Source: an optimization exercise on an open RTL-to-GDS flow (aim: small area and a short achievable clock period). Production flows keep margins and buffers that such runs may drop. Function was checked by simulation only, so behaviour that the tests miss may differ from the original.

`design/flow/config.mk`:
```
export PLATFORM = sky130hd
export DESIGN_NAME = DCT_one_dimensional
export DESIGN_NICKNAME = DCT_one_dimensional
export VERILOG_FILES = /design/flow/design.v
export SDC_FILE = /design/flow/constraint.sdc
export NUM_CORES = 4
export LEC_CHECK = 0
export ABC_AREA = 1
export CAP_MARGIN = 20
export CORE_MARGIN = 2
export CORE_UTILIZATION = 40
export CTS_BUF_LIST = sky130_fd_sc_hd__clkbuf_8 sky130_fd_sc_hd__clkbuf_16
export CTS_CLUSTER_DIAMETER = 100
export CTS_CLUSTER_SIZE = 25
export SETUP_SLACK_MARGIN = 2.75
export SLEW_MARGIN = 20
```
`design/flow/constraint.sdc`:
```
create_clock -name core_clock -period 5.0 [get_ports {sys_clk}]
set_input_delay 1.0000 -clock core_clock [delete_from_list [all_inputs] [get_ports {sys_clk}]]
set_output_delay 1.0000 -clock core_clock [all_outputs]
set_load 0.01 [all_outputs]
```
`design/flow/design.v`:
```
module DA_z0
(
    input   wire            sys_clk ,
    input   wire    [15:0]  h_lo    ,    
    input   wire    [15:0]  h_hi    ,    
    input   wire            last    ,    
    input   wire            clr     ,
    output  wire    [11:0]  z
);
wire    [11:0]  ra  ;
wire    [11:0]  rb  ;
assign  ra[ 0] = 1'b0;
assign  ra[ 1] = h_lo[1] | h_lo[2] | h_lo[4] | h_lo[7] | h_lo[8] | h_lo[11] | h_lo[13] | h_lo[14];
assign  ra[ 2] = h_lo[3] | h_lo[5] | h_lo[6] | h_lo[7] | h_lo[9] | h_lo[10] | h_lo[11] | h_lo[12] | h_lo[13] | h_lo[14];
assign  ra[ 3] = h_lo[1] | h_lo[2] | h_lo[4] | h_lo[7] | h_lo[8] | h_lo[11] | h_lo[13] | h_lo[14] | h_lo[15];
assign  ra[ 4] = h_lo[3] | h_lo[5] | h_lo[6] | h_lo[7] | h_lo[9] | h_lo[10] | h_lo[11] | h_lo[12] | h_lo[13] | h_lo[14];
assign  ra[ 5] = h_lo[1] | h_lo[2] | h_lo[4] | h_lo[7] | h_lo[8] | h_lo[11] | h_lo[13] | h_lo[14] | h_lo[15];
assign  ra[ 6] = h_lo[1] | h_lo[2] | h_lo[3] | h_lo[4] | h_lo[5] | h_lo[6] | h_lo[8] | h_lo[9] | h_lo[10] | h_lo[12];
assign  ra[ 7] = h_lo[3] | h_lo[5] | h_lo[6] | h_lo[9] | h_lo[10] | h_lo[12] | h_lo[15];
assign  ra[ 8] = h_lo[1] | h_lo[2] | h_lo[4] | h_lo[8] | h_lo[15];
assign  ra[ 9] = h_lo[3] | h_lo[5] | h_lo[6] | h_lo[9] | h_lo[10] | h_lo[12];
assign  ra[10] = h_lo[7] | h_lo[11] | h_lo[13] | h_lo[14] | h_lo[15];
assign  ra[11] = 1'b0;
wire    [4:0]   pc  ;    
assign  pc[0] = h_hi[0];
assign  pc[1] = h_hi[1] | h_hi[2] | h_hi[4] | h_hi[8];
assign  pc[2] = h_hi[3] | h_hi[5] | h_hi[6] | h_hi[9] | h_hi[10] | h_hi[12];
assign  pc[3] = h_hi[7] | h_hi[11] | h_hi[13] | h_hi[14];
assign  pc[4] = h_hi[15];
wire    [4:0]   pc_p = pc & {5{~last}};
wire    [4:0]   pc_n = pc & {5{last}};
assign  rb[ 0] = 1'b0;
assign  rb[ 1] = pc[1] | pc[3];
assign  rb[ 2] = pc[2] | pc[3];
assign  rb[ 3] = pc_p[1] | pc_p[3] | pc_p[4] | pc_n[0] | pc_n[2];
assign  rb[ 4] = pc[3] | pc_p[2] | pc_n[0];
assign  rb[ 5] = pc_p[1] | pc_p[3] | pc_p[4] | pc_n[2];
assign  rb[ 6] = pc[1] | pc_p[2] | pc_n[0];
assign  rb[ 7] = pc_p[2] | pc_p[4] | pc_n[1] | pc_n[3];
assign  rb[ 8] = pc[1] | pc_p[4] | pc_n[2];
assign  rb[ 9] = pc_p[2] | pc_n[0] | pc_n[1] | pc_n[3];
assign  rb[10] = pc[3] | pc_p[4] | pc_n[2];
assign  rb[11] = pc_n[0] | pc_n[1] | pc_n[2] | pc_n[3];
reg     [13:0]  v   ;
reg     [11:0]  acc ;
reg     [1:0]   low ;
wire    [13:0]  sum = {{2{acc[11]}}, acc} + v;
always @(posedge sys_clk) begin
    v   <= {{2{ra[11]}}, ra} + {rb[11], rb, 1'b0};
    acc <= sum[13:2] & {12{~clr}};
    low <= sum[1:0];
end
assign z = {acc[9:0], low};
endmodule
module DA_z1
(
    input   wire            sys_clk ,
    input   wire    [15:0]  h_lo    ,    
    input   wire    [15:0]  h_p     ,    
    input   wire    [15:0]  h_n     ,    
    input   wire            clr     ,
    output  wire    [11:0]  z
);
wire    [11:0]  ra  ;
wire    [11:0]  rb  ;
assign  ra[ 0] = 1'b0;
assign  ra[ 1] = h_lo[1] | h_lo[2] | h_lo[5] | h_lo[6] | h_lo[9] | h_lo[10] | h_lo[13] | h_lo[14];
assign  ra[ 2] = h_lo[1] | h_lo[4] | h_lo[6] | h_lo[7] | h_lo[8] | h_lo[10] | h_lo[11] | h_lo[13];
assign  ra[ 3] = h_lo[2] | h_lo[4] | h_lo[7] | h_lo[9] | h_lo[10] | h_lo[14];
assign  ra[ 4] = h_lo[1] | h_lo[4] | h_lo[5] | h_lo[7] | h_lo[9] | h_lo[13];
assign  ra[ 5] = h_lo[1] | h_lo[2] | h_lo[3] | h_lo[7] | h_lo[8] | h_lo[13] | h_lo[14] | h_lo[15];
assign  ra[ 6] = h_lo[1] | h_lo[6] | h_lo[8] | h_lo[9] | h_lo[13];
assign  ra[ 7] = h_lo[1] | h_lo[2] | h_lo[3] | h_lo[6] | h_lo[7] | h_lo[12];
assign  ra[ 8] = h_lo[1] | h_lo[2] | h_lo[3] | h_lo[4] | h_lo[5] | h_lo[12] | h_lo[13] | h_lo[14] | h_lo[15];
assign  ra[ 9] = h_lo[3] | h_lo[5] | h_lo[6] | h_lo[9] | h_lo[10] | h_lo[13] | h_lo[14];
assign  ra[10] = h_lo[7] | h_lo[11] | h_lo[15];
assign  ra[11] = 1'b0;
assign  rb[ 0] = 1'b0;
assign  rb[ 1] = h_p[1] | h_p[2] | h_p[5] | h_p[6] | h_p[9] | h_p[10] | h_p[13] | h_p[14] | h_n[1] | h_n[2] | h_n[5] | h_n[6] | h_n[9] | h_n[10] | h_n[13] | h_n[14];
assign  rb[ 2] = h_p[1] | h_p[4] | h_p[6] | h_p[7] | h_p[8] | h_p[10] | h_p[11] | h_p[13] | h_n[1] | h_n[4] | h_n[6] | h_n[7] | h_n[8] | h_n[10] | h_n[11] | h_n[13];
assign  rb[ 3] = h_p[2] | h_p[4] | h_p[7] | h_p[9] | h_p[10] | h_p[14] | h_n[2] | h_n[4] | h_n[7] | h_n[9] | h_n[10] | h_n[14];
assign  rb[ 4] = h_p[1] | h_p[4] | h_p[5] | h_p[7] | h_p[9] | h_p[13] | h_n[1] | h_n[4] | h_n[5] | h_n[7] | h_n[9] | h_n[13];
assign  rb[ 5] = h_p[1] | h_p[2] | h_p[3] | h_p[7] | h_p[8] | h_p[13] | h_p[14] | h_p[15] | h_n[0] | h_n[4] | h_n[5] | h_n[6] | h_n[9] | h_n[10] | h_n[11] | h_n[12];
assign  rb[ 6] = h_p[1] | h_p[8] | h_p[13] | h_n[1] | h_n[8] | h_n[13] | h_p[6] | h_p[9] | h_n[0] | h_n[4] | h_n[5] | h_n[10] | h_n[11] | h_n[12];
assign  rb[ 7] = h_p[1] | h_p[2] | h_p[3] | h_p[6] | h_p[7] | h_n[1] | h_n[2] | h_n[3] | h_n[6] | h_n[7] | h_p[12] | h_n[0] | h_n[4] | h_n[5] | h_n[10] | h_n[11];
assign  rb[ 8] = h_p[4] | h_p[5] | h_n[4] | h_n[5] | h_p[1] | h_p[2] | h_p[3] | h_p[12] | h_p[13] | h_p[14] | h_p[15] | h_n[6] | h_n[7] | h_n[8] | h_n[9];
assign  rb[ 9] = h_p[3] | h_p[13] | h_p[14] | h_n[3] | h_n[13] | h_n[14] | h_p[5] | h_p[6] | h_p[9] | h_p[10] | h_n[0] | h_n[4] | h_n[7] | h_n[8] | h_n[11];
assign  rb[10] = h_p[7] | h_p[11] | h_n[7] | h_n[11] | h_p[15] | h_n[1] | h_n[2] | h_n[3] | h_n[5] | h_n[6] | h_n[9] | h_n[10] | h_n[12] | h_n[13] | h_n[14];
assign  rb[11] = h_n[0] | h_n[1] | h_n[2] | h_n[3] | h_n[4] | h_n[5] | h_n[6] | h_n[7] | h_n[8] | h_n[9] | h_n[10] | h_n[11] | h_n[12] | h_n[13] | h_n[14];
reg     [13:0]  v   ;
reg     [11:0]  acc ;
reg     [1:0]   low ;
wire    [13:0]  sum = {{2{acc[11]}}, acc} + v;
always @(posedge sys_clk) begin
    v   <= {{2{ra[11]}}, ra} + {rb[11], rb, 1'b0};
    acc <= sum[13:2] & {12{~clr}};
    low <= sum[1:0];
end
assign z = {acc[9:0], low};
endmodule
module DA_z2
(
    input   wire            sys_clk ,
    input   wire    [15:0]  h_lo    ,    
    input   wire    [15:0]  h_hi    ,    
    input   wire            clr     ,
    output  wire    [11:0]  z
);
wire    [11:0]  ra  ;
wire    [11:0]  rb  ;
assign  ra[ 0] = h_lo[1] | h_lo[3] | h_lo[5] | h_lo[7] | h_lo[8] | h_lo[10] | h_lo[12] | h_lo[14];
assign  ra[ 1] = h_lo[8] | h_lo[10] | h_lo[12] | h_lo[14];
assign  ra[ 2] = h_lo[2] | h_lo[3] | h_lo[4] | h_lo[5] | h_lo[8] | h_lo[11] | h_lo[13] | h_lo[14];
assign  ra[ 3] = h_lo[1] | h_lo[3] | h_lo[4] | h_lo[7] | h_lo[10] | h_lo[13];
assign  ra[ 4] = h_lo[1] | h_lo[3] | h_lo[4] | h_lo[5] | h_lo[7] | h_lo[13];
assign  ra[ 5] = h_lo[4] | h_lo[8] | h_lo[10] | h_lo[12] | h_lo[13] | h_lo[14];
assign  ra[ 6] = h_lo[1] | h_lo[2] | h_lo[7] | h_lo[10] | h_lo[11] | h_lo[12];
assign  ra[ 7] = h_lo[1] | h_lo[2] | h_lo[3] | h_lo[7] | h_lo[10] | h_lo[11];
assign  ra[ 8] = h_lo[1] | h_lo[4] | h_lo[5] | h_lo[7] | h_lo[12] | h_lo[13];
assign  ra[ 9] = h_lo[3] | h_lo[4] | h_lo[8] | h_lo[10] | h_lo[13] | h_lo[14];
assign  ra[10] = h_lo[4] | h_lo[8] | h_lo[10] | h_lo[12] | h_lo[13] | h_lo[14];
assign  ra[11] = h_lo[4] | h_lo[8] | h_lo[10] | h_lo[12] | h_lo[13] | h_lo[14];
assign  rb[ 0] = h_hi[1] | h_hi[3] | h_hi[5] | h_hi[7] | h_hi[8] | h_hi[10] | h_hi[12] | h_hi[14];
assign  rb[ 1] = h_hi[8] | h_hi[10] | h_hi[12] | h_hi[14];
assign  rb[ 2] = h_hi[2] | h_hi[3] | h_hi[4] | h_hi[5] | h_hi[8] | h_hi[11] | h_hi[13] | h_hi[14];
assign  rb[ 3] = h_hi[1] | h_hi[3] | h_hi[4] | h_hi[7] | h_hi[10] | h_hi[13];
assign  rb[ 4] = h_hi[1] | h_hi[3] | h_hi[4] | h_hi[5] | h_hi[7] | h_hi[13];
assign  rb[ 5] = h_hi[4] | h_hi[8] | h_hi[10] | h_hi[12] | h_hi[13] | h_hi[14];
assign  rb[ 6] = h_hi[1] | h_hi[2] | h_hi[7] | h_hi[10] | h_hi[11] | h_hi[12];
assign  rb[ 7] = h_hi[1] | h_hi[2] | h_hi[3] | h_hi[7] | h_hi[10] | h_hi[11];
assign  rb[ 8] = h_hi[1] | h_hi[4] | h_hi[5] | h_hi[7] | h_hi[12] | h_hi[13];
assign  rb[ 9] = h_hi[3] | h_hi[4] | h_hi[8] | h_hi[10] | h_hi[13] | h_hi[14];
assign  rb[10] = h_hi[4] | h_hi[8] | h_hi[10] | h_hi[12] | h_hi[13] | h_hi[14];
assign  rb[11] = h_hi[4] | h_hi[8] | h_hi[10] | h_hi[12] | h_hi[13] | h_hi[14];
reg     [13:0]  v   ;
reg     [11:0]  acc ;
reg     [1:0]   low ;
wire    [13:0]  sum = {{2{acc[11]}}, acc} + v;
always @(posedge sys_clk) begin
    v   <= {{2{ra[11]}}, ra} + {rb[11], rb, 1'b0};
    acc <= sum[13:2] & {12{~clr}};
    low <= sum[1:0];
end
assign z = {acc[9:0], low};
endmodule
module DA_z3
(
    input   wire            sys_clk ,
    input   wire    [15:0]  h_lo    ,    
    input   wire    [15:0]  h_p     ,    
    input   wire    [15:0]  h_n     ,    
    input   wire            clr     ,
    output  wire    [11:0]  z
);
wire    [11:0]  ra  ;
wire    [11:0]  rb  ;
assign  ra[ 0] = 1'b0;
assign  ra[ 1] = h_lo[1] | h_lo[3] | h_lo[4] | h_lo[6] | h_lo[9] | h_lo[11] | h_lo[12] | h_lo[14];
assign  ra[ 2] = h_lo[2] | h_lo[3] | h_lo[5] | h_lo[6] | h_lo[8] | h_lo[9] | h_lo[12] | h_lo[15];
assign  ra[ 3] = h_lo[1] | h_lo[2] | h_lo[4] | h_lo[9] | h_lo[11] | h_lo[12] | h_lo[13] | h_lo[14];
assign  ra[ 4] = h_lo[2] | h_lo[5] | h_lo[7] | h_lo[13] | h_lo[15];
assign  ra[ 5] = h_lo[1] | h_lo[5] | h_lo[6] | h_lo[8] | h_lo[11] | h_lo[12] | h_lo[15];
assign  ra[ 6] = h_lo[3] | h_lo[7] | h_lo[8] | h_lo[12];
assign  ra[ 7] = h_lo[1] | h_lo[2] | h_lo[5] | h_lo[6] | h_lo[8] | h_lo[9] | h_lo[10] | h_lo[12] | h_lo[13] | h_lo[14];
assign  ra[ 8] = h_lo[1] | h_lo[2] | h_lo[3] | h_lo[5] | h_lo[6] | h_lo[7];
assign  ra[ 9] = h_lo[2] | h_lo[4] | h_lo[5] | h_lo[7] | h_lo[8] | h_lo[10] | h_lo[13] | h_lo[15];
assign  ra[10] = h_lo[2] | h_lo[4] | h_lo[5] | h_lo[6] | h_lo[7] | h_lo[8] | h_lo[10] | h_lo[12] | h_lo[13] | h_lo[14] | h_lo[15];
assign  ra[11] = h_lo[2] | h_lo[4] | h_lo[5] | h_lo[6] | h_lo[7] | h_lo[8] | h_lo[10] | h_lo[12] | h_lo[13] | h_lo[14] | h_lo[15];
assign  rb[ 0] = 1'b0;
assign  rb[ 1] = h_p[1] | h_p[3] | h_p[4] | h_p[6] | h_p[9] | h_p[11] | h_p[12] | h_p[14] | h_n[1] | h_n[3] | h_n[4] | h_n[6] | h_n[9] | h_n[11] | h_n[12] | h_n[14];
assign  rb[ 2] = h_p[2] | h_p[3] | h_p[5] | h_p[6] | h_p[8] | h_p[9] | h_p[12] | h_p[15] | h_n[0] | h_n[1] | h_n[4] | h_n[7] | h_n[10] | h_n[11] | h_n[13] | h_n[14];
assign  rb[ 3] = h_p[2] | h_p[9] | h_p[12] | h_n[2] | h_n[9] | h_n[12] | h_p[1] | h_p[4] | h_p[11] | h_p[13] | h_p[14] | h_n[0] | h_n[7] | h_n[10];
assign  rb[ 4] = h_p[7] | h_n[7] | h_p[2] | h_p[5] | h_p[13] | h_p[15] | h_n[1] | h_n[3] | h_n[4] | h_n[6] | h_n[8] | h_n[9] | h_n[11] | h_n[12] | h_n[14];
assign  rb[ 5] = h_p[1] | h_p[6] | h_p[8] | h_p[11] | h_p[12] | h_n[1] | h_n[6] | h_n[8] | h_n[11] | h_n[12] | h_p[5] | h_p[15] | h_n[2] | h_n[13];
assign  rb[ 6] = h_p[3] | h_p[7] | h_p[8] | h_p[12] | h_n[0] | h_n[1] | h_n[2] | h_n[4] | h_n[6] | h_n[9] | h_n[10] | h_n[11] | h_n[13] | h_n[14];
assign  rb[ 7] = h_p[5] | h_p[8] | h_p[12] | h_n[5] | h_n[8] | h_n[12] | h_p[1] | h_p[2] | h_p[6] | h_p[9] | h_p[10] | h_p[13] | h_p[14] | h_n[0] | h_n[4] | h_n[11];
assign  rb[ 8] = h_p[1] | h_p[2] | h_p[3] | h_p[5] | h_p[6] | h_p[7] | h_n[1] | h_n[2] | h_n[3] | h_n[5] | h_n[6] | h_n[7] | h_n[0] | h_n[4] | h_n[11];
assign  rb[ 9] = h_p[4] | h_n[4] | h_p[2] | h_p[5] | h_p[7] | h_p[8] | h_p[10] | h_p[13] | h_p[15] | h_n[1] | h_n[3] | h_n[6] | h_n[9] | h_n[12] | h_n[14];
assign  rb[10] = h_p[4] | h_p[6] | h_p[12] | h_p[14] | h_n[4] | h_n[6] | h_n[12] | h_n[14] | h_p[2] | h_p[5] | h_p[7] | h_p[8] | h_p[10] | h_p[13] | h_p[15];
assign  rb[11] = h_p[4] | h_p[6] | h_p[12] | h_p[14] | h_n[4] | h_n[6] | h_n[12] | h_n[14] | h_p[2] | h_p[5] | h_p[7] | h_p[8] | h_p[10] | h_p[13] | h_p[15];
reg     [13:0]  v   ;
reg     [11:0]  acc ;
reg     [1:0]   low ;
wire    [13:0]  sum = {{2{acc[11]}}, acc} + v;
always @(posedge sys_clk) begin
    v   <= {{2{ra[11]}}, ra} + {rb[11], rb, 1'b0};
    acc <= sum[13:2] & {12{~clr}};
    low <= sum[1:0];
end
assign z = {acc[9:0], low};
endmodule
module DA_z4
(
    input   wire            sys_clk ,
    input   wire    [15:0]  h_lo    ,    
    input   wire    [15:0]  h_hi    ,    
    input   wire            clr     ,
    output  wire    [11:0]  z
);
wire    [11:0]  ra  ;
wire    [11:0]  rb  ;
assign  ra[ 0] = 1'b0;
assign  ra[ 1] = h_lo[1] | h_lo[2] | h_lo[4] | h_lo[7] | h_lo[8] | h_lo[11] | h_lo[13] | h_lo[14];
assign  ra[ 2] = h_lo[2] | h_lo[4] | h_lo[6] | h_lo[7] | h_lo[9] | h_lo[14];
assign  ra[ 3] = h_lo[1] | h_lo[6] | h_lo[8] | h_lo[11] | h_lo[13];
assign  ra[ 4] = h_lo[2] | h_lo[4] | h_lo[7] | h_lo[9] | h_lo[14];
assign  ra[ 5] = h_lo[1] | h_lo[6] | h_lo[8] | h_lo[11] | h_lo[13];
assign  ra[ 6] = h_lo[1] | h_lo[8] | h_lo[9] | h_lo[11] | h_lo[13];
assign  ra[ 7] = h_lo[2] | h_lo[4] | h_lo[7] | h_lo[9] | h_lo[14];
assign  ra[ 8] = h_lo[1] | h_lo[6] | h_lo[8] | h_lo[11] | h_lo[13];
assign  ra[ 9] = h_lo[2] | h_lo[4] | h_lo[7] | h_lo[9] | h_lo[14];
assign  ra[10] = h_lo[2] | h_lo[4] | h_lo[6] | h_lo[7] | h_lo[14];
assign  ra[11] = h_lo[2] | h_lo[4] | h_lo[6] | h_lo[7] | h_lo[14];
assign  rb[ 0] = 1'b0;
assign  rb[ 1] = h_hi[1] | h_hi[2] | h_hi[4] | h_hi[7] | h_hi[8] | h_hi[11] | h_hi[13] | h_hi[14];
assign  rb[ 2] = h_hi[2] | h_hi[4] | h_hi[6] | h_hi[7] | h_hi[9] | h_hi[14];
assign  rb[ 3] = h_hi[1] | h_hi[6] | h_hi[8] | h_hi[11] | h_hi[13];
assign  rb[ 4] = h_hi[2] | h_hi[4] | h_hi[7] | h_hi[9] | h_hi[14];
assign  rb[ 5] = h_hi[1] | h_hi[6] | h_hi[8] | h_hi[11] | h_hi[13];
assign  rb[ 6] = h_hi[1] | h_hi[8] | h_hi[9] | h_hi[11] | h_hi[13];
assign  rb[ 7] = h_hi[2] | h_hi[4] | h_hi[7] | h_hi[9] | h_hi[14];
assign  rb[ 8] = h_hi[1] | h_hi[6] | h_hi[8] | h_hi[11] | h_hi[13];
assign  rb[ 9] = h_hi[2] | h_hi[4] | h_hi[7] | h_hi[9] | h_hi[14];
assign  rb[10] = h_hi[2] | h_hi[4] | h_hi[6] | h_hi[7] | h_hi[14];
assign  rb[11] = h_hi[2] | h_hi[4] | h_hi[6] | h_hi[7] | h_hi[14];
reg     [13:0]  v   ;
reg     [11:0]  acc ;
reg     [1:0]   low ;
wire    [13:0]  sum = {{2{acc[11]}}, acc} + v;
always @(posedge sys_clk) begin
    v   <= {{2{ra[11]}}, ra} + {rb[11], rb, 1'b0};
    acc <= sum[13:2] & {12{~clr}};
    low <= sum[1:0];
end
assign z = {acc[9:0], low};
endmodule
module DA_z5
(
    input   wire            sys_clk ,
    input   wire    [15:0]  h_lo    ,    
    input   wire    [15:0]  h_p     ,    
    input   wire    [15:0]  h_n     ,    
    input   wire            clr     ,
    output  wire    [11:0]  z
);
wire    [11:0]  ra  ;
wire    [11:0]  rb  ;
assign  ra[ 0] = 1'b0;
assign  ra[ 1] = h_lo[2] | h_lo[3] | h_lo[6] | h_lo[7] | h_lo[8] | h_lo[9] | h_lo[12] | h_lo[13];
assign  ra[ 2] = h_lo[1] | h_lo[3] | h_lo[4] | h_lo[6] | h_lo[9] | h_lo[10] | h_lo[12] | h_lo[15];
assign  ra[ 3] = h_lo[1] | h_lo[2] | h_lo[6] | h_lo[7] | h_lo[8] | h_lo[12] | h_lo[13] | h_lo[14];
assign  ra[ 4] = h_lo[1] | h_lo[10] | h_lo[11] | h_lo[14] | h_lo[15];
assign  ra[ 5] = h_lo[3] | h_lo[4] | h_lo[6] | h_lo[8] | h_lo[10] | h_lo[13] | h_lo[15];
assign  ra[ 6] = h_lo[4] | h_lo[6] | h_lo[9] | h_lo[11];
assign  ra[ 7] = h_lo[5] | h_lo[7] | h_lo[8] | h_lo[9] | h_lo[10] | h_lo[11];
assign  ra[ 8] = h_lo[1] | h_lo[3] | h_lo[5] | h_lo[7] | h_lo[8] | h_lo[10] | h_lo[13] | h_lo[15];
assign  ra[ 9] = h_lo[2] | h_lo[3] | h_lo[6] | h_lo[7] | h_lo[9] | h_lo[10] | h_lo[12] | h_lo[13];
assign  ra[10] = h_lo[2] | h_lo[3] | h_lo[6] | h_lo[7] | h_lo[10];
assign  ra[11] = h_lo[2] | h_lo[3] | h_lo[6] | h_lo[7] | h_lo[10];
assign  rb[ 0] = 1'b0;
assign  rb[ 1] = h_p[2] | h_p[3] | h_p[6] | h_p[7] | h_p[8] | h_p[9] | h_p[12] | h_p[13] | h_n[2] | h_n[3] | h_n[6] | h_n[7] | h_n[8] | h_n[9] | h_n[12] | h_n[13];
assign  rb[ 2] = h_p[1] | h_p[3] | h_p[4] | h_p[6] | h_p[9] | h_p[10] | h_p[12] | h_p[15] | h_n[0] | h_n[2] | h_n[5] | h_n[7] | h_n[8] | h_n[11] | h_n[13] | h_n[14];
assign  rb[ 3] = h_p[1] | h_p[6] | h_p[12] | h_n[1] | h_n[6] | h_n[12] | h_p[2] | h_p[7] | h_p[8] | h_p[13] | h_p[14] | h_n[0] | h_n[5] | h_n[11];
assign  rb[ 4] = h_p[11] | h_n[11] | h_p[1] | h_p[10] | h_p[14] | h_p[15] | h_n[2] | h_n[3] | h_n[4] | h_n[6] | h_n[7] | h_n[8] | h_n[9] | h_n[12] | h_n[13];
assign  rb[ 5] = h_p[3] | h_p[4] | h_p[6] | h_p[8] | h_p[13] | h_n[3] | h_n[4] | h_n[6] | h_n[8] | h_n[13] | h_p[10] | h_p[15] | h_n[1] | h_n[14];
assign  rb[ 6] = h_p[4] | h_p[6] | h_p[9] | h_p[11] | h_n[0] | h_n[1] | h_n[2] | h_n[3] | h_n[5] | h_n[7] | h_n[8] | h_n[12] | h_n[13] | h_n[14];
assign  rb[ 7] = h_p[9] | h_p[10] | h_p[11] | h_n[9] | h_n[10] | h_n[11] | h_p[5] | h_p[7] | h_p[8] | h_n[0] | h_n[1] | h_n[2] | h_n[3] | h_n[12] | h_n[13] | h_n[14];
assign  rb[ 8] = h_p[1] | h_p[3] | h_p[13] | h_n[1] | h_n[3] | h_n[13] | h_p[5] | h_p[7] | h_p[8] | h_p[10] | h_p[15] | h_n[4] | h_n[6] | h_n[9] | h_n[11];
assign  rb[ 9] = h_p[7] | h_p[10] | h_n[7] | h_n[10] | h_p[2] | h_p[3] | h_p[6] | h_p[9] | h_p[12] | h_p[13] | h_n[0] | h_n[1] | h_n[4] | h_n[11] | h_n[14];
assign  rb[10] = h_p[2] | h_p[3] | h_p[6] | h_p[7] | h_p[10] | h_n[2] | h_n[3] | h_n[6] | h_n[7] | h_n[10] | h_n[0] | h_n[1] | h_n[4] | h_n[11] | h_n[14];
assign  rb[11] = h_p[2] | h_p[3] | h_p[6] | h_p[7] | h_p[10] | h_n[2] | h_n[3] | h_n[6] | h_n[7] | h_n[10] | h_n[0] | h_n[1] | h_n[4] | h_n[11] | h_n[14];
reg     [13:0]  v   ;
reg     [11:0]  acc ;
reg     [1:0]   low ;
wire    [13:0]  sum = {{2{acc[11]}}, acc} + v;
always @(posedge sys_clk) begin
    v   <= {{2{ra[11]}}, ra} + {rb[11], rb, 1'b0};
    acc <= sum[13:2] & {12{~clr}};
    low <= sum[1:0];
end
assign z = {acc[9:0], low};
endmodule
module DA_z6
(
    input   wire            sys_clk ,
    input   wire    [15:0]  h_lo    ,    
    input   wire    [15:0]  h_hi    ,    
    input   wire            clr     ,
    output  wire    [11:0]  z
);
wire    [11:0]  ra  ;
wire    [11:0]  rb  ;
assign  ra[ 0] = h_lo[2] | h_lo[3] | h_lo[4] | h_lo[5] | h_lo[10] | h_lo[11] | h_lo[12] | h_lo[13];
assign  ra[ 1] = h_lo[2] | h_lo[3] | h_lo[10] | h_lo[11];
assign  ra[ 2] = h_lo[1] | h_lo[2] | h_lo[5] | h_lo[7] | h_lo[8] | h_lo[11] | h_lo[12] | h_lo[14];
assign  ra[ 3] = h_lo[3] | h_lo[4] | h_lo[5] | h_lo[8] | h_lo[13] | h_lo[14];
assign  ra[ 4] = h_lo[4] | h_lo[5] | h_lo[8] | h_lo[12] | h_lo[13] | h_lo[14];
assign  ra[ 5] = h_lo[2] | h_lo[3] | h_lo[8] | h_lo[10] | h_lo[11] | h_lo[14];
assign  ra[ 6] = h_lo[1] | h_lo[3] | h_lo[4] | h_lo[7] | h_lo[10] | h_lo[13];
assign  ra[ 7] = h_lo[1] | h_lo[3] | h_lo[4] | h_lo[5] | h_lo[7] | h_lo[13];
assign  ra[ 8] = h_lo[4] | h_lo[8] | h_lo[10] | h_lo[12] | h_lo[13] | h_lo[14];
assign  ra[ 9] = h_lo[2] | h_lo[3] | h_lo[5] | h_lo[8] | h_lo[11] | h_lo[14];
assign  ra[10] = h_lo[2] | h_lo[3] | h_lo[8] | h_lo[10] | h_lo[11] | h_lo[14];
assign  ra[11] = h_lo[2] | h_lo[3] | h_lo[8] | h_lo[10] | h_lo[11] | h_lo[14];
assign  rb[ 0] = h_hi[2] | h_hi[3] | h_hi[4] | h_hi[5] | h_hi[10] | h_hi[11] | h_hi[12] | h_hi[13];
assign  rb[ 1] = h_hi[2] | h_hi[3] | h_hi[10] | h_hi[11];
assign  rb[ 2] = h_hi[1] | h_hi[2] | h_hi[5] | h_hi[7] | h_hi[8] | h_hi[11] | h_hi[12] | h_hi[14];
assign  rb[ 3] = h_hi[3] | h_hi[4] | h_hi[5] | h_hi[8] | h_hi[13] | h_hi[14];
assign  rb[ 4] = h_hi[4] | h_hi[5] | h_hi[8] | h_hi[12] | h_hi[13] | h_hi[14];
assign  rb[ 5] = h_hi[2] | h_hi[3] | h_hi[8] | h_hi[10] | h_hi[11] | h_hi[14];
assign  rb[ 6] = h_hi[1] | h_hi[3] | h_hi[4] | h_hi[7] | h_hi[10] | h_hi[13];
assign  rb[ 7] = h_hi[1] | h_hi[3] | h_hi[4] | h_hi[5] | h_hi[7] | h_hi[13];
assign  rb[ 8] = h_hi[4] | h_hi[8] | h_hi[10] | h_hi[12] | h_hi[13] | h_hi[14];
assign  rb[ 9] = h_hi[2] | h_hi[3] | h_hi[5] | h_hi[8] | h_hi[11] | h_hi[14];
assign  rb[10] = h_hi[2] | h_hi[3] | h_hi[8] | h_hi[10] | h_hi[11] | h_hi[14];
assign  rb[11] = h_hi[2] | h_hi[3] | h_hi[8] | h_hi[10] | h_hi[11] | h_hi[14];
reg     [13:0]  v   ;
reg     [11:0]  acc ;
reg     [1:0]   low ;
wire    [13:0]  sum = {{2{acc[11]}}, acc} + v;
always @(posedge sys_clk) begin
    v   <= {{2{ra[11]}}, ra} + {rb[11], rb, 1'b0};
    acc <= sum[13:2] & {12{~clr}};
    low <= sum[1:0];
end
assign z = {acc[9:0], low};
endmodule
module DA_z7
(
    input   wire            sys_clk ,
    input   wire    [15:0]  h_lo    ,    
    input   wire    [15:0]  h_p     ,    
    input   wire    [15:0]  h_n     ,    
    input   wire            clr     ,
    output  wire    [11:0]  z
);
wire    [11:0]  ra  ;
wire    [11:0]  rb  ;
assign  ra[ 0] = 1'b0;
assign  ra[ 1] = h_lo[4] | h_lo[5] | h_lo[6] | h_lo[7] | h_lo[8] | h_lo[9] | h_lo[10] | h_lo[11];
assign  ra[ 2] = h_lo[1] | h_lo[2] | h_lo[5] | h_lo[6] | h_lo[9] | h_lo[10] | h_lo[12] | h_lo[15];
assign  ra[ 3] = h_lo[3] | h_lo[4] | h_lo[5] | h_lo[6] | h_lo[8] | h_lo[9] | h_lo[10] | h_lo[13] | h_lo[14] | h_lo[15];
assign  ra[ 4] = h_lo[7] | h_lo[11] | h_lo[12] | h_lo[13] | h_lo[14] | h_lo[15];
assign  ra[ 5] = h_lo[1] | h_lo[2] | h_lo[4] | h_lo[7] | h_lo[9] | h_lo[10] | h_lo[12] | h_lo[15];
assign  ra[ 6] = h_lo[1] | h_lo[2] | h_lo[3] | h_lo[7] | h_lo[9] | h_lo[10] | h_lo[11] | h_lo[15];
assign  ra[ 7] = h_lo[2] | h_lo[4] | h_lo[6] | h_lo[7] | h_lo[10] | h_lo[12] | h_lo[14] | h_lo[15];
assign  ra[ 8] = h_lo[3] | h_lo[4] | h_lo[11] | h_lo[12];
assign  ra[ 9] = h_lo[2] | h_lo[3] | h_lo[5] | h_lo[8] | h_lo[9] | h_lo[12] | h_lo[14] | h_lo[15];
assign  ra[10] = h_lo[2] | h_lo[3] | h_lo[8] | h_lo[9] | h_lo[10] | h_lo[11] | h_lo[12] | h_lo[14] | h_lo[15];
assign  ra[11] = h_lo[2] | h_lo[3] | h_lo[8] | h_lo[9] | h_lo[10] | h_lo[11] | h_lo[12] | h_lo[14] | h_lo[15];
assign  rb[ 0] = 1'b0;
assign  rb[ 1] = h_p[4] | h_p[5] | h_p[6] | h_p[7] | h_p[8] | h_p[9] | h_p[10] | h_p[11] | h_n[4] | h_n[5] | h_n[6] | h_n[7] | h_n[8] | h_n[9] | h_n[10] | h_n[11];
assign  rb[ 2] = h_p[1] | h_p[2] | h_p[5] | h_p[6] | h_p[9] | h_p[10] | h_p[12] | h_p[15] | h_n[0] | h_n[3] | h_n[4] | h_n[7] | h_n[8] | h_n[11] | h_n[13] | h_n[14];
assign  rb[ 3] = h_p[3] | h_p[4] | h_p[8] | h_p[13] | h_p[14] | h_n[3] | h_n[4] | h_n[8] | h_n[13] | h_n[14] | h_p[5] | h_p[6] | h_p[9] | h_p[10] | h_p[15] | h_n[1] | h_n[2] | h_n[12];
assign  rb[ 4] = h_p[7] | h_p[11] | h_p[12] | h_p[13] | h_p[14] | h_n[7] | h_n[11] | h_n[12] | h_n[13] | h_n[14] | h_p[15] | h_n[5] | h_n[6] | h_n[9] | h_n[10];
assign  rb[ 5] = h_p[1] | h_p[2] | h_p[4] | h_p[7] | h_p[9] | h_p[10] | h_p[12] | h_n[1] | h_n[2] | h_n[4] | h_n[7] | h_n[9] | h_n[10] | h_n[12] | h_p[15];
assign  rb[ 6] = h_p[1] | h_p[2] | h_p[3] | h_p[7] | h_p[9] | h_p[10] | h_p[11] | h_n[1] | h_n[2] | h_n[3] | h_n[7] | h_n[9] | h_n[10] | h_n[11] | h_p[15];
assign  rb[ 7] = h_p[2] | h_p[4] | h_p[6] | h_p[7] | h_p[10] | h_p[12] | h_p[14] | h_n[2] | h_n[4] | h_n[6] | h_n[7] | h_n[10] | h_n[12] | h_n[14] | h_p[15];
assign  rb[ 8] = h_p[3] | h_p[4] | h_p[11] | h_p[12] | h_n[0] | h_n[1] | h_n[2] | h_n[5] | h_n[6] | h_n[7] | h_n[8] | h_n[9] | h_n[10] | h_n[13] | h_n[14];
assign  rb[ 9] = h_p[2] | h_p[5] | h_p[8] | h_p[9] | h_p[14] | h_n[2] | h_n[5] | h_n[8] | h_n[9] | h_n[14] | h_p[3] | h_p[12] | h_p[15] | h_n[4] | h_n[11];
assign  rb[10] = h_p[2] | h_p[8] | h_p[9] | h_p[10] | h_p[11] | h_p[14] | h_n[2] | h_n[8] | h_n[9] | h_n[10] | h_n[11] | h_n[14] | h_p[3] | h_p[12] | h_p[15];
assign  rb[11] = h_p[2] | h_p[8] | h_p[9] | h_p[10] | h_p[11] | h_p[14] | h_n[2] | h_n[8] | h_n[9] | h_n[10] | h_n[11] | h_n[14] | h_p[3] | h_p[12] | h_p[15];
reg     [13:0]  v   ;
reg     [11:0]  acc ;
reg     [1:0]   low ;
wire    [13:0]  sum = {{2{acc[11]}}, acc} + v;
always @(posedge sys_clk) begin
    v   <= {{2{ra[11]}}, ra} + {rb[11], rb, 1'b0};
    acc <= sum[13:2] & {12{~clr}};
    low <= sum[1:0];
end
assign z = {acc[9:0], low};
endmodule
module DCT_one_dimensional
(
    input   wire                    sys_clk         ,
    input   wire                    sys_rst_n       ,
    input   wire                    start           ,
    input   wire            [95:0]  DCT_data_in     ,
    output  wire    signed  [11:0]  DCT_data_o_z0   ,
    output  wire    signed  [11:0]  DCT_data_o_z1   ,
    output  wire    signed  [11:0]  DCT_data_o_z2   ,
    output  wire    signed  [11:0]  DCT_data_o_z3   ,
    output  wire    signed  [11:0]  DCT_data_o_z4   ,
    output  wire    signed  [11:0]  DCT_data_o_z5   ,
    output  wire    signed  [11:0]  DCT_data_o_z6   ,
    output  wire    signed  [11:0]  DCT_data_o_z7   ,
    output  wire                    data_en
);
reg     [9:1]   st      ;
always @(posedge sys_clk or negedge sys_rst_n)
    if (sys_rst_n == 1'b0)
        st <= 9'd0;
    else
        st <= {st[8:1], start};
assign data_en = st[9];
reg             busy    ;
always @(posedge sys_clk or negedge sys_rst_n)
    if (sys_rst_n == 1'b0)
        busy <= 1'b0;
    else if (start == 1'b1)
        busy <= 1'b1;
    else if (st[5] == 1'b1)
        busy <= 1'b0;
wire    b_last  = st[6];
wire    r_last  = st[7];
wire    a_clr   = st[2];
reg     [95:0]  xs      ;
wire    [95:0]  xs_nxt  ;
genvar          gi, gj;
generate
    for (gi = 0; gi < 8; gi = gi + 1) begin : g_smp
        for (gj = 0; gj < 12; gj = gj + 1) begin : g_bit
            if (gj >= 10) begin : g_top
                assign xs_nxt[12*gi+gj] = DCT_data_in[12*gi+gj];
            end else begin : g_shf
                assign xs_nxt[12*gi+gj] = busy ? xs[12*gi+gj+2] : DCT_data_in[12*gi+gj];
            end
        end
    end
endgenerate
always @(posedge sys_clk)
    xs <= xs_nxt;
reg     [3:0]   ce, cd  ;        
wire    [3:0]   ce_n, cd_n, el_n, eh_n, dl_n, dh_n;
generate
    for (gi = 0; gi < 4; gi = gi + 1) begin : g_bfly
        wire a0 = xs[12*gi];
        wire a1 = xs[12*gi+1];
        wire b0 = xs[12*(7-gi)];
        wire b1 = xs[12*(7-gi)+1] ^ b_last;
        wire n0 = ~xs[12*(7-gi)];
        wire n1 = ~xs[12*(7-gi)+1] ^ b_last;
        wire ec0 = ce[gi];
        wire es0 = a0 ^ b0 ^ ec0;
        wire ec1 = (a0 & b0) | (a0 & ec0) | (b0 & ec0);
        wire es1 = a1 ^ b1 ^ ec1;
        wire ec2 = (a1 & b1) | (a1 & ec1) | (b1 & ec1);
        wire dc0 = cd[gi];
        wire ds0 = a0 ^ n0 ^ dc0;
        wire dc1 = (a0 & n0) | (a0 & dc0) | (n0 & dc0);
        wire ds1 = a1 ^ n1 ^ dc1;
        wire dc2 = (a1 & n1) | (a1 & dc1) | (n1 & dc1);
        assign ce_n[gi] = busy & ec2;
        assign cd_n[gi] = ~busy | dc2;
        assign el_n[gi] = es0;
        assign eh_n[gi] = es1;
        assign dl_n[gi] = ds0;
        assign dh_n[gi] = ds1;
    end
endgenerate
wire    [15:0]  eh1 = 16'd1 << eh_n;
wire    [15:0]  dh1 = 16'd1 << dh_n;
reg     [15:0]  oel, oeh, odl, odh_p, odh_n;
always @(posedge sys_clk) begin
    ce    <= ce_n;
    cd    <= cd_n;
    oel   <= 16'd1 << el_n;
    odl   <= 16'd1 << dl_n;
    oeh   <= eh1;
    odh_p <= dh1 & {16{~b_last}};
    odh_n <= dh1 & {16{b_last}};
end
DA_z0 DA_z0_inst (.sys_clk(sys_clk), .h_lo(oel), .h_hi(oeh), .last(r_last),            .clr(a_clr), .z(DCT_data_o_z0));
DA_z1 DA_z1_inst (.sys_clk(sys_clk), .h_lo(odl), .h_p(odh_p), .h_n(odh_n),             .clr(a_clr), .z(DCT_data_o_z1));
DA_z2 DA_z2_inst (.sys_clk(sys_clk), .h_lo(oel), .h_hi(oeh),                            .clr(a_clr), .z(DCT_data_o_z2));
DA_z3 DA_z3_inst (.sys_clk(sys_clk), .h_lo(odl), .h_p(odh_p), .h_n(odh_n),             .clr(a_clr), .z(DCT_data_o_z3));
DA_z4 DA_z4_inst (.sys_clk(sys_clk), .h_lo(oel), .h_hi(oeh),                            .clr(a_clr), .z(DCT_data_o_z4));
DA_z5 DA_z5_inst (.sys_clk(sys_clk), .h_lo(odl), .h_p(odh_p), .h_n(odh_n),             .clr(a_clr), .z(DCT_data_o_z5));
DA_z6 DA_z6_inst (.sys_clk(sys_clk), .h_lo(oel), .h_hi(oeh),                            .clr(a_clr), .z(DCT_data_o_z6));
DA_z7 DA_z7_inst (.sys_clk(sys_clk), .h_lo(odl), .h_p(odh_p), .h_n(odh_n),             .clr(a_clr), .z(DCT_data_o_z7));
endmodule
```
`design/flow/flow/run.sh`:
```
#!/bin/bash
# The standard layout, with the I/O port buffers made from plain buffers
# (sky130_fd_sc_hd__buf_1) instead of the delay-cell buffers buffer_ports
# picks by default. Every port still gets its buffer.
set -euo pipefail
export BUFFER_PORTS_ARGS="-buffer_cell sky130_fd_sc_hd__buf_1"
bash standard.sh > standard.log 2>&1
```
`design/flow/standard.sh`:
```
#!/bin/bash
# synth_recipe.tcl (not shown) runs the flow's synth.tcl, then flattens the netlist and writes it again
# the make line also repeats each setting of config.mk as NAME=value (left out here)
make -C /OpenROAD-flow-scripts/flow DESIGN_CONFIG=/design/flow/config.mk WORK_HOME=/design/flow/orfs CLKGATE_MAP_FILE= SYNTH_SCRIPT=/design/flow/synth_recipe.tcl "${@:-finish}"
```
==> key figures, run 1 <==
Status
  • Status: timing/DRC/antenna clean

Global route
  • Gr usage total: 20.11%
  • Initial antenna violation count: 1
  • Number of global-route vias before repair: 18635
  • First-pass GRT wire length: 96710 um
  • Grt ovf: 0
  • Largest net degree at the start of global routing: 83

Synthesis
  • Synth Instances: 3231
  • Most common library cells after synthesis: 960 x nand2_1, 404 x nor2_1, 402 x inv_1, 391 x dfxtp_1, 234 x nand3_1
  • Area contributors post-synth: dfxtp_1 35%, nand2_1 16%, ha_1 9.6%
  • Most numerous cell in the Yosys netlist: nand2_1
  • Post-Synthesis Cell Area: 22640 um^2
  • Yosys Warn Count: 9
  • Syn nets: 3536
  • Ys async rst share: 2.494%
  • Cell taking the most area after synthesis: dfxtp_1
  • Post-synthesis register bit count: 401
  • Synthesized area per cell: 7.006 um^2
  • Post-synth top flop: dfxtp_1
  • Post-synth top area share: 34.58%
  • Yosys cell types: 39
  • Post-synth EDFFs: 0
  • Sequential cell area fraction in the yosys report: 35.69%

Timing
  • FMAX: 438.2 MHz
  • Fin Clk Skew: 36.38 ps
  • Minimum clock period: 2282 ps
  • Final Hold Fails: 0
  • Actual slew at the worst max-slew pin: 924.3 ps
  • RSZ-0062 raised after global routing: true
  • Final period util: 45.64%
  • Setup Viol. Count Final: 0
  • Sum Neg Setup Slack: 0 ps
  • Slew Limit Fails: 0
  • Worst slew margin: 38.38%

Drt
  • Remaining DRCs: 0
  • Initial drt markers: 1514
  • Final WL: 62110 um
  • Antenna viol nets, final: 0
  • Vias: 20360
  • DRT Pass-1 Iters: 9
  • Vias/cell: 4.882
  • Wire per inst: 14.89 um

Setup path
  • Most used cell, CP: nand3_2
  • Setup crit start kind: flop
  • Arr. time, crit path: 2760 ps
  • Slowest-stage cell, CP: dfxtp_4
  • Critical path class: flop to flop
  • WP data required: 5480 ps
  • Worst path max stage delay: 380 ps
  • Crit. End Element: flop
  • Crit Path Max Fanout: 4
  • CP Cell Sequence: inv_4, nand4_1, buf_4, nor4_4, nand3_2, ha_4, fa_2, nand3_2, nand2_2, nand3_2, nand3_2, xor2_1

Finish
  • Filler cell count: 5753
  • Storage element area: 8214 um^2
  • Nets: 3710
  • Multi-input gate area: 13490 um^2
  • Final instance area: 26320 um^2
  • Layout area overhead: 16.29%
  • Share of cells above drive strength 1: 13.01%

Floorplan
  • DIE AREA: 58510 um^2
  • I/O pin count: 196
  • Initial core utilization: 40.30%
  • Core area: 56170 um^2
  • Die Wd: 241.9 um
  • Site Rows: 87
  • DIE HEIGHT: 241.9 um

Clocking
  • CTS root buf: clkbuf_16
  • Worst-skew pair later-pin latency: 590 ps
  • H-tree levels: 1
  • CTS Buf Count: 22
  • Clock sinks: 401
  • CTS tree: yes
  • Clock-pin slew on the worst setup and hold paths: 100 ps
  • Hold Buf Count CTS: 0
  • CTS max path bufs: 3

Placement
  • Cell Area, Placed: 23520 um^2
  • DP HPWL: 47180 um
  • Port-buffer cells: 195
  • Final RePlAce weighted congestion: 1.055

Worst hold path
  • Hold Crit Class: flop to flop

Job
  • Max-Cap Viols: 0
==> final timing paths <==
| kind | from | end | slack, ps | cells after the start |
|---|---|---|---|---|
| max | odh_p[6] | DA_z5_inst.v[10] | 2720 | 12 |
| max in group asynchronous | sys_rst_n | st[6] | 4230 | 1 |
| min reg2reg | DA_z7_inst.acc[0] | DA_z7_inst.low[0] | 350 | 0 |
| min | DA_z7_inst.acc[0] | DA_z7_inst.low[0] | 350 | 0 |
| min in group asynchronous | sys_rst_n | st[9] | 370 | 1 |
| max reg2reg | odh_p[6] | DA_z5_inst.v[10] | 2720 | 12 |
==> metal layers <==
| metal | track usage [%] | wire length (um) |
|---|---|---|
| met2 | 32.40 | 27400 |
| met5 | 0 | 0 |
| met4 | 5.973 | 2209 |
| met3 | 3.829 | 4025 |
| met1 | 27.31 | 28470 |
==> cell families after synthesis <==
| kind of cell | synth area share, % |
|---|---|
| buffers and inverters | 10.47 |
| AND/OR/NAND/NOR | 33.82 |
| AO/OA/AOI/OAI | 5.102 |
| XOR/XNOR | 2.476 |
| flip-flops | 35.69 |
| adder cells (fa/ha/maj) | 12.45 |
==> through the flow <==
stage          hold WS [ps]  utilization (%)  std cells  setup WS [ps]
2_1_floorplan         331.2                -       3231           2747
3_3_place_gp          332.6            41.87       4060           2253
3_5_place_dp          337.1            41.87       4060           2319
4_1_cts               357.2            44.48       4123           2691
5_1_grt               362.3            46.86       4169           2543
6_report              353.7            46.86       4170           2718
==> placed cells by master (no fill, tap or decap), drive strengths merged <==
master and count:
nand2 963, and2 3, buf 275, diode 1
a21boi 3, clkbuf 25, dfxtp 391, xnor2 16
dfrtp 10, nand3 236, nor3 64, nor2 418
nand3b 3, o21bai 17, o21ai 53, ha 174
nand4 82, xor2 48, fa 32, inv 413
clkinv 5, nor3b 12, a21o 7, a31oi 6
nor4 31, a21oi 126
==> layout make-up <==
class	instances	area share, %
Antenna cell	1	0.009507
Clock buffer	24	2.239
Tap cell	756	3.594
Inverter	410	5.951
Multi-Input combinational cell	2294	51.24
Sequential cell	401	31.21
Clock inverter	8	0.3613
Timing Repair Buffer	276	5.400
==> critical path, delay by kind of cell, from the launching register on <==
| family | cells | cell delay, ps |
|---|---|---|
| simple gates | 7 | 820 |
| fa+ha+maj | 2 | 590 |
| flops | 1 | 380 |
| buf+inv | 2 | 260 |
| xor+xnor | 1 | 140 |
==> timing repair <==
item / CTS / global route
buffers inserted: 31 / 46
pin swaps: 34 / 80
setup endpoints to repair: 54 / 60
resized for setup: 155 / 248
==> state kept, by name (all words and copies together) (netlist names), 13 cells and up <==
signal,count
DA_z2_inst.v,13
DA_z1_inst.v,13
odh_p,15
odh_n,15
oel,15
oeh,16
DA_z6_inst.v,13
xs,96
odl,15
DA_z0_inst.v,13
==> inputs of run 2 (changes only) <==
--- a/design/flow/config.mk
+++ b/design/flow/config.mk
@@ -12,5 +12,5 @@
 export CTS_BUF_LIST = sky130_fd_sc_hd__clkbuf_8 sky130_fd_sc_hd__clkbuf_16
 export CTS_CLUSTER_DIAMETER = 100
 export CTS_CLUSTER_SIZE = 25
-export SETUP_SLACK_MARGIN = 2.75
+export SETUP_SLACK_MARGIN = 2.45
 export SLEW_MARGIN = 20
==> run 2 against run 1 <==
First-iteration DRC count is 6.3% lower. Utilization is 2.7 points lower. Largest cell class unchanged. Sequential share of layout area is 1.6 points higher. Via count is 2.1% lower. Still clean on timing, DRC and antenna. Register-to-register slack worse by 220 ps. Critical path type unchanged.
==> key figures, run 2 <==
Status
  • Status: timing/DRC/antenna clean

Setup path
  • Critical path class: flop to flop
  • Crit Path Max Fanout: 4
  • Crit. End Element: flop
  • WP data required: 5480 ps
  • Setup crit start kind: flop
  • Arr. time, crit path: 2980 ps

Placement
  • DP HPWL: 48120 um
  • Port-buffer cells: 195
  • Final RePlAce weighted congestion: 0.9964

Timing
  • Slew Limit Fails: 0
  • Setup Viol. Count Final: 0
  • Final period util: 49.98%
  • Minimum clock period: 2499 ps
  • Final Hold Fails: 0
  • RSZ-0062 raised after global routing: true
  • FMAX: 400.2 MHz
  • Actual slew at the worst max-slew pin: 874.5 ps
  • Worst slew margin: 41.70%
  • Sum Neg Setup Slack: 0 ps
  • Fin Clk Skew: 19.02 ps

Global route
  • Largest net degree at the start of global routing: 88
  • Number of global-route vias before repair: 18278
  • Gr usage total: 20.14%
  • Initial antenna violation count: 0
  • First-pass GRT wire length: 95940 um
  • Grt ovf: 0

Finish
  • Most frequent cells in the layout: 952 x nand2_1, 391 x inv_1, 390 x nor2_1
  • Layout area overhead: 9.518%
  • Most common cell after layout, fill and taps aside: nand2_1
  • Diode count: 0
  • Share of cells above drive strength 1: 5.739%
  • Multi-input gate area: 12500 um^2
  • Nets: 3657
  • Core Util, Final: 44.13%
  • Filler cell count: 5901
  • Most flop-heavy register: xs
  • Storage element area: 8122 um^2
  • Largest registers: xs (96), oeh (16)
  • Number of flip-flops in the largest register: 96

Drt
  • Remaining DRCs: 0
  • Final WL: 60840 um
  • DRT Pass-1 Iters: 8
  • Wire per inst: 14.77 um
  • Vias/cell: 4.838
  • Initial drt markers: 1419
  • Vias: 19926
  • Antenna viol nets, final: 0

Floorplan
  • Site Rows: 87
  • I/O pin count: 196
  • Core area: 56170 um^2
  • Die Wd: 241.9 um
  • Initial core utilization: 40.30%
  • DIE HEIGHT: 241.9 um
  • DIE AREA: 58510 um^2

Synthesis
  • Post-Synth XOR/XNOR Area: 2.476%
  • Synth Instances: 3231
  • Area contributors post-synth: dfxtp_1 35%, nand2_1 16%, ha_1 9.6%
  • Post-synth top flop: dfxtp_1
  • Post-synth top area share: 34.58%
  • Yosys cell types: 39
  • Main combinational cell family by area after synthesis: simple AND/OR/NAND/NOR gates
  • Most common library cells after synthesis: 960 x nand2_1, 404 x nor2_1, 402 x inv_1, 391 x dfxtp_1, 234 x nand3_1
  • Yosys Warn Count: 9
  • Post-Synthesis Cell Area: 22640 um^2
  • Sequential cell area fraction in the yosys report: 35.69%
  • Most numerous cell in the Yosys netlist: nand2_1
  • Synthesized area per cell: 7.006 um^2
  • Post-Synth Adder-Cell Area: 12.45%
  • Syn nets: 3536
  • Post-synthesis register bit count: 401
  • Simple-gate share of the synthesized area: 33.82%
  • Post-synth EDFFs: 0
  • Mux contribution to synthesized area: 0%
  • Cell taking the most area after synthesis: dfxtp_1
  • Ys async rst share: 2.494%
  • Compound-cell area share of the yosys netlist: 5.102%

Clocking
  • CTS root buf: clkbuf_16
  • CTS tree: yes
  • CTS max path bufs: 3
  • Clock-pin slew on the worst setup and hold paths: 100 ps
  • Worst-skew pair later-pin latency: 580 ps
  • CTS Buf Count: 23
  • Clock sinks: 401
  • H-tree levels: 1

Job
  • Max-Cap Viols: 0

Worst hold path
  • Hold Crit Class: flop to flop
## run 2: cell count changes in the layout (fill, tap and decap cells not counted), moves of 22 or more
cell,before,now
nor2_1,364,390
ha_4,29,5
nand2_1,926,952
ha_1,134,166
dfxtp_1,337,370
buf_4,71,25
nor2_4,28,6
## run 2: per-stage QoR
step	hold WS (ps)	std cells	setup WS, ps	cell area [um^2]
2_1_floorplan	331.2	3231	2732	22640
3_3_place_gp	331.6	4060	2021	23520
3_5_place_dp	336.3	4060	2073	23520
4_1_cts	349.1	4099	2444	24350
5_1_grt	358.6	4119	2400	24790
6_report	350.9	4119	2501	24790
## run 2: path summary, 6_finish.rpt
kind | endpoint | slack [ps] | start | cells past startpoint
max | DA_z5_inst.v[11] | 2500 | odh_p[7] | 12
min | DA_z7_inst.low[0] | 350 | DA_z7_inst.acc[0] | 0
max reg2reg | DA_z5_inst.v[11] | 2500 | odh_p[7] | 12
min reg2reg | DA_z7_inst.low[0] | 350 | DA_z7_inst.acc[0] | 0
max in group asynchronous | busy | 4240 | sys_rst_n | 1
min in group asynchronous | st[8] | 380 | sys_rst_n | 1
## run 2: critical path, cell delays in order, from the launching register on
cell,delay [ps]
dfxtp_1,390
inv_2,110
buf_4,130
nand2_1,80
nor3_1,370
nand4_1,280
ha_1,400
inv_1,90
o21bai_1,100
a21boi_0,240
nand3_1,100
nand2_1,70
nand2_1,40
## run 2: area by class of cell
cell class                      instances  area share, %
Clock buffer                           24          2.377
Timing Repair Buffer                  222          3.871
Multi-Input combinational cell       2294          50.42
Sequential cell                       401          32.76
Clock inverter                         12         0.5148
Inverter                              410          6.238
Tap cell                              756          3.816
## run 2: what timing repair did
item                       CTS  global route
hold buffers                 0             0
pin swaps                    7            21
resized for setup           31            80
buffers inserted             3            20
setup endpoints to repair   20            30
## run 2: routing by layer
layer / global-route usage, % / vias up / routed length, um
met5: 0 / - / 0
met4: 6.427 / 0 / 1915
met3: 3.629 / 109 / 3928
met2: 31.73 / 565 / 26170
met1: 27.90 / 8807 / 28820
li1: - / 10445 / -
## run 2: cell families after synthesis
group	after synthesis
simple gates	1812
buf+inv	536
flops	401
compound gates	212
fa+ha+maj	206
xor+xnor	64
==> inputs of run 3 (changes only) <==
--- a/design/flow/config.mk
+++ b/design/flow/config.mk
@@ -12,5 +12,5 @@
 export CTS_BUF_LIST = sky130_fd_sc_hd__clkbuf_8 sky130_fd_sc_hd__clkbuf_16
 export CTS_CLUSTER_DIAMETER = 100
 export CTS_CLUSTER_SIZE = 25
-export SETUP_SLACK_MARGIN = 2.45
+export SETUP_SLACK_MARGIN = 2.6
 export SLEW_MARGIN = 20
==> run 3 against run 2 <==
Maximum frequency up 6.4%. Sequential cell count unchanged. Area after synthesis unchanged. Still clean on timing, DRC and antenna. Largest cell class unchanged. Highest routed layer unchanged. First-iteration DRC count up 5.3%. Worst setup slack better by 150 ps. Synthesized cell count unchanged. Cell count up 0.39%. Critical endpoint is now DA_z7_inst.v[11].
==> key figures, run 3 <==
Global route
  • Grt ovf: 0
  • Gr usage total: 20.21%
  • Number of global-route vias before repair: 18372
  • Initial antenna violation count: 0
  • First-pass GRT wire length: 96490 um
  • Met2 Track Usage GR: 32.05%
  • Most Crowded Layer GR: met2
  • Largest net degree at the start of global routing: 88
  • Met3 usage: 3.685%
  • Met1 Resource Use GR: 27.96%

Setup path
  • Arr. time, crit path: 2810 ps
  • Crit Path Max Fanout: 6
  • Worst r2r src: odh_p[15]
  • WP data required: 5460 ps
  • RR Endpoint: DA_z7_inst.v[11]
  • Critical path startpoint: odh_p[15]
  • Critical path class: flop to flop
  • R2R Setup Slk: 2650 ps
  • R2R cell count: 11
  • Crit. End Element: flop
  • Setup crit start kind: flop

Synthesis
  • Sequential cell area fraction in the yosys report: 35.69%
  • Cell taking the most area after synthesis: dfxtp_1
  • Post-synth EDFFs: 0
  • Yosys Warn Count: 9
  • Post-synth top area share: 34.58%
  • Most common library cells after synthesis: 960 x nand2_1, 404 x nor2_1, 402 x inv_1, 391 x dfxtp_1, 234 x nand3_1
  • Post-Synthesis Cell Area: 22640 um^2
  • Yosys cell types: 39
  • Syn nets: 3536
  • Area contributors post-synth: dfxtp_1 35%, nand2_1 16%, ha_1 9.6%
  • Most numerous cell in the Yosys netlist: nand2_1
  • Post-synthesis register bit count: 401
  • Synth Instances: 3231
  • Post-synth top flop: dfxtp_1
  • Synthesized area per cell: 7.006 um^2
  • Ys async rst share: 2.494%

Job
  • Max-Cap Viols: 0

Placement
  • Cell Area, Placed: 23520 um^2
  • Port-buffer cells: 195
  • DP HPWL: 48120 um
  • Final RePlAce weighted congestion: 0.9964

Timing
  • Final period util: 46.98%
  • FMAX: 425.7 MHz
  • Minimum clock period: 2349 ps
  • Setup Viol. Count Final: 0
  • RSZ-0062 raised after global routing: true
  • Fin Clk Skew: 21.87 ps
  • Actual slew at the worst max-slew pin: 879.1 ps
  • Final Hold Fails: 0
  • Slew Limit Fails: 0
  • Worst slew margin: 41.39%
  • Sum Neg Setup Slack: 0 ps

Drt
  • Final WL: 61200 um
  • Vias/cell: 4.844
  • Remaining DRCs: 0
  • Antenna viol nets, final: 0
  • Wire per inst: 14.80 um
  • Initial drt markers: 1494
  • DRT Pass-1 Iters: 7
  • Vias: 20029

Worst hold path
  • Hold path cells: 0
  • Worst Hold Launch: DA_z7_inst.acc[0]
  • Hold Crit Class: flop to flop
  • Hold path endpoint: DA_z7_inst.low[0]

Clocking
  • Worst-skew pair later-pin latency: 580 ps
  • Hold Buf Count CTS: 0
  • CTS max path bufs: 3
  • H-tree levels: 1
  • CTS tree: yes
  • Clock sinks: 401
  • Clock-pin slew on the worst setup and hold paths: 90 ps
  • CTS root buf: clkbuf_16
  • CTS Buf Count: 23

Floorplan
  • Die Wd: 241.9 um
  • Core area: 56170 um^2
  • Site Rows: 87
  • I/O pin count: 196
  • Initial core utilization: 40.30%
  • DIE AREA: 58510 um^2
  • DIE HEIGHT: 241.9 um

Finish
  • Most common cell after layout, fill and taps aside: nand2_1
  • Layout area overhead: 11.54%
  • Most frequent cells in the layout: 941 x nand2_1, 388 x inv_1, 381 x nor2_1
  • Largest registers: xs (96), oeh (16)
  • Nets: 3673
  • Number of flip-flops in the largest register: 96
  • Share of cells above drive strength 1: 8.109%
  • Final instance area: 25250 um^2
  • Most flop-heavy register: xs
  • Diode count: 0

Status
  • Status: timing/DRC/antenna clean
[run 3: cell types whose count changed in the layout (fill, tap and decap cells not counted), moves of 9 or more]
cell	previous run	this run
buf_4	25	42
dfxtp_1	370	357
ha_1	166	155
nand2_1	952	941
dfxtp_4	6	15
nand2_2	10	19
nor2_1	390	381
nor2_4	6	15
[run 3: worst max-delay path by stage]
stage                             endpoint  slack [ps]  cells after the start
final                     DA_z7_inst.v[11]        2650                     11
after global routing      DA_z0_inst.v[12]        2520                     17
after CTS                 DA_z5_inst.v[10]        2550                     11
after detailed placement  DA_z3_inst.v[10]        2070                     11
after global placement    DA_z3_inst.v[10]        2020                     11
after floorplan           DA_z5_inst.v[10]        2730                     12
[run 3: worst max-delay path, stage by stage, from the launching register on]
cell	delay, ps
dfxtp_1	430
inv_2	170
nand2_4	90
nor3_1	400
nand4_1	160
ha_1	360
inv_1	110
o21bai_1	110
a21boi_1	210
nand3_1	100
nand2_1	60
nand2_1	40
[run 3: area by class of cell]
type	instances	area [um^2]
repair buffers	238	1069
clock buffers	24	589.3
fillers	5863	30920
clock inverters	12	127.6
inverters	410	1559
well taps	756	945.9
flip-flops and latches	401	8160
multi-input cells	2294	12800
[run 3: what timing repair did]
| action | in CTS | in global routing |
|---|---|---|
| setup endpoints to repair | 35 | 51 |
| gates resized for setup | 63 | 147 |
| buffers inserted | 19 | 20 |
| pin swaps | 16 | 36 |
[run 3: kinds of logic after synthesis]
logic type	count (synthesis)	synth area share (%)
AOI/OAI and AO/OA	212	5.102
xor gates and xnor gates	64	2.476
adders and majority gates	206	12.45
buffers and inverters	536	10.47
DFF	401	35.69
and+or+nand+nor	1812	33.82
[run 3: per-layer routing]
layer	up-vias	wire length, um
li1	10474	-
met1	8899	29040
met2	547	26590
met3	109	3832
met4	0	1735
met5	-	0
[run 3: through the flow]
| step | setup WS [ps] | util [%] | std cells | hold slack [ps] |
|---|---|---|---|---|
| after detailed placement | 2073 | 41.86 | 4060 | 336.3 |
| after CTS | 2549 | 43.75 | 4115 | 349.1 |
| after global routing | 2518 | 44.95 | 4135 | 358.6 |
| final | 2651 | 44.95 | 4135 | 351.2 |
| after floorplan | 2732 | - | 3231 | 331.2 |
| after global placement | 2021 | 41.86 | 4060 | 331.6 |

-- static timing again, ports no longer ideal --
No port has a modelled driver above. Below, the same layouts with a new extraction and two added sets of constraints. Step 1 assumes that a clkbuf_16 drives the clock port and a buf_2 every other input. Step 2, shift: input delay + t, output delay - t, t = (earliest + latest rising clock arrival at the registers) / 2. This alone moves slack from input paths to output paths. a / b / c = ideal / step 1 / step 2; a / b = the first two.
| run | shift t [ns] | slack for setup (ns) | cell pins on the clock port's net |
|---|---|---|---|
| run 1 | 0.627 | 2.718 / 2.718 / 2.718 | 1 |
| run 2 | 0.623 | 2.501 / 2.501 / 2.501 | 1 |
| run 3 | 0.625 | 2.651 / 2.651 / 2.651 | 1 |
After both steps every run listed still meets setup and hold.
